What follows belongs to an exercise in optimizing a design on an open flow for small area; a production flow would make more cautious choices. In this exercise RTL edits were held to simulation tests only and were not proved equivalent to the original.

## TopLevel
module TopLevel(Clk, Rst, v0, v1, imem_addr, imem_data, dmem_addr, dmem_wdata, dmem_we, dmem_re, dmem_rdata, sad_re, sad_addr, sad_rdata);
Size in the first run: roughly 21,000 cells after synthesis, ~2,900 flip-flops, roughly 940 I/O pins, roughly 180,000 um^2 of cells after synthesis.
Settings: LEC_CHECK=0, ABC_AREA=1, CAP_MARGIN=20, CORE_MARGIN=2, CORE_UTILIZATION=40, PLACE_DENSITY=0.55, SLEW_MARGIN=20; clock period 20.0 ns.
standard.sh (not shown) runs the stock make flow with config.mk's settings and CLKGATE_MAP_FILE= SYNTH_SCRIPT=/design/flow/synth_recipe.tcl, a recipe that flattens the netlist after the stock synthesis.
==> flow/flow/run.sh <==
#!/bin/bash
# The standard layout (the standard.sh: standard synthesis, floorplan,
# placement, CTS, routing, finish) with three layout choices changed:
#  - the port buffers are the smallest buffer cell (buf_1) instead of the
#    resizer's default pick; every port still gets its own buffer;
#  - CTS uses clkbuf_8 and inserts no dummy balancing loads;
#  - after routing-stage timing repair, non-critical gates are downsized.
set -euo pipefail
export BUFFER_PORTS_ARGS="-buffer_cell sky130_fd_sc_hd__buf_1"
export CTS_ARGS="-sink_clustering_enable -repair_clock_nets -buf_list sky130_fd_sc_hd__clkbuf_8 -dont_use_dummy_load"
export RECOVER_POWER=100
bash standard.sh finish > standard_flow.log 2>&1
The first run ran to the end with violations: max-capacitance violations, max-slew violations.
Change:
==> flow/flow/run.sh (replaced) <==
#!/bin/bash
# The standard layout (the standard.sh: standard synthesis, floorplan,
# placement, CTS, routing, finish) with two layout choices changed:
#  - the port buffers are the smallest buffer cell (buf_1) instead of the
#    resizer's default pick; every port still gets its own buffer;
#  - CTS builds the tree from clkbuf_16 with larger sink clusters and inserts
#    no dummy balancing loads.
# The make output goes to standard_flow.log; ORFS keeps each step's log
# under orfs/logs.
set -euo pipefail
export BUFFER_PORTS_ARGS="-buffer_cell sky130_fd_sc_hd__buf_1"
export CTS_ARGS="-sink_clustering_enable -repair_clock_nets -buf_list sky130_fd_sc_hd__clkbuf_16 -sink_clustering_size 30 -sink_clustering_max_diameter 80 -dont_use_dummy_load"
bash standard.sh finish > standard_flow.log 2>&1
--- a/flow/config.mk
+++ b/flow/config.mk
@@ -7,7 +7,7 @@
 export LEC_CHECK = 0
 export ABC_AREA = 1
-export CAP_MARGIN = 20
+export CAP_MARGIN = 35
 export CORE_MARGIN = 2
 export CORE_UTILIZATION = 40
 export PLACE_DENSITY = 0.55
-export SLEW_MARGIN = 20
+export SLEW_MARGIN = 30
Outcome: The changed run passed the timing, DRC and antenna checks. Wire length drops slightly. Setup slack is better by 1.2 ns. Utilization drops by 0.47 points. First-iteration DRC count drops slightly. Via count drops slightly. Area after synthesis is unchanged. Global-route usage drops by 0.28 points. Cell area drops slightly. Register-to-register slack is better by 1.2 ns.

* * *

TopLevel again, from the RTL that the note above started with.
Design TopLevel, start of the top module:
module TopLevel(Clk, Rst, v0, v1, imem_addr, imem_data, dmem_addr, dmem_wdata, dmem_we, dmem_re, dmem_rdata, sad_re, sad_addr, sad_rdata);
clock: 20.0 ns
lec_check: 0
abc_area: 1
cap_margin: 35
core_margin: 2
core_utilization: 40
place_density: 0.55
slew_margin: 30
==> flow/flow/run.sh <==
#!/bin/bash
# The standard layout (the standard.sh: standard synthesis, floorplan,
# placement, CTS, routing, finish) with two layout choices changed:
#  - the port buffers are the smallest buffer cell (buf_1) instead of the
#    resizer's default pick; every port still gets its own buffer;
#  - CTS builds the tree from clkbuf_16 with larger sink clusters and inserts
#    no dummy balancing loads.
# The make output goes to standard_flow.log; ORFS keeps each step's log
# under orfs/logs.
set -euo pipefail
export BUFFER_PORTS_ARGS="-buffer_cell sky130_fd_sc_hd__buf_1"
export CTS_ARGS="-sink_clustering_enable -repair_clock_nets -buf_list sky130_fd_sc_hd__clkbuf_16 -sink_clustering_size 20 -sink_clustering_max_diameter 60 -dont_use_dummy_load"
bash standard.sh finish > standard_flow.log 2>&1
==> next run, changes <==
--- a/flow/flow/run.sh
+++ b/flow/flow/run.sh
@@ -10,4 +10,4 @@
 set -euo pipefail
 export BUFFER_PORTS_ARGS="-buffer_cell sky130_fd_sc_hd__buf_1"
-export CTS_ARGS="-sink_clustering_enable -repair_clock_nets -buf_list sky130_fd_sc_hd__clkbuf_16 -sink_clustering_size 20 -sink_clustering_max_diameter 60 -dont_use_dummy_load"
+export CTS_ARGS="-sink_clustering_enable -repair_clock_nets -buf_list sky130_fd_sc_hd__clkbuf_16 -sink_clustering_size 30 -sink_clustering_max_diameter 80 -dont_use_dummy_load"
 bash standard.sh finish > standard_flow.log 2>&1
CAP_MARGIN = 20   (was 35)
SLEW_MARGIN = 20   (was 30)
=> Clock-buffer cell count drops by 131; via count drops by 0.65%; die area stays the same.

-- port drivers added, routing unchanged --
How much do the figures lean on ideal ports? The routed layouts below were timed once more, with nothing changed but the port constraints. Step 1 (the two cells are an assumption about what drives the block):
set clk [get_ports {Clk}]
set_driving_cell -lib_cell sky130_fd_sc_hd__clkbuf_16 $clk
set_driving_cell -lib_cell sky130_fd_sc_hd__buf_2 [delete_from_list [all_inputs] $clk]
Step 2 also shifts input and output timing later by t, the mid clock arrival at the registers, as if the neighbouring blocks saw the same clock. a / b / c = no drivers / after step 1 / after step 2; a / b = the first two.
run	shift t [ns]	setup slack, ns	hold slack, ns	worst data-port slew with drivers (ns)
the first run of note 1	1.291	1.254 / 1.254 / 1.107	0.295 / 0.295 / 0.295	0.27
the second run of note 1	1.035	2.438 / 2.438 / 2.438	0.295 / 0.295 / 0.295	0.26
the first run of note 2	1.026	2.421 / 2.421 / 2.421	0.280 / 0.280 / 0.280	0.25
the second run of note 2	1.056	2.499 / 2.499 / 2.499	0.279 / 0.279 / 0.279	0.27
For the first run of note 1, which loses most, drivers alone change the setup slack by 0.000 ns; drivers and shift together by -0.147 ns.
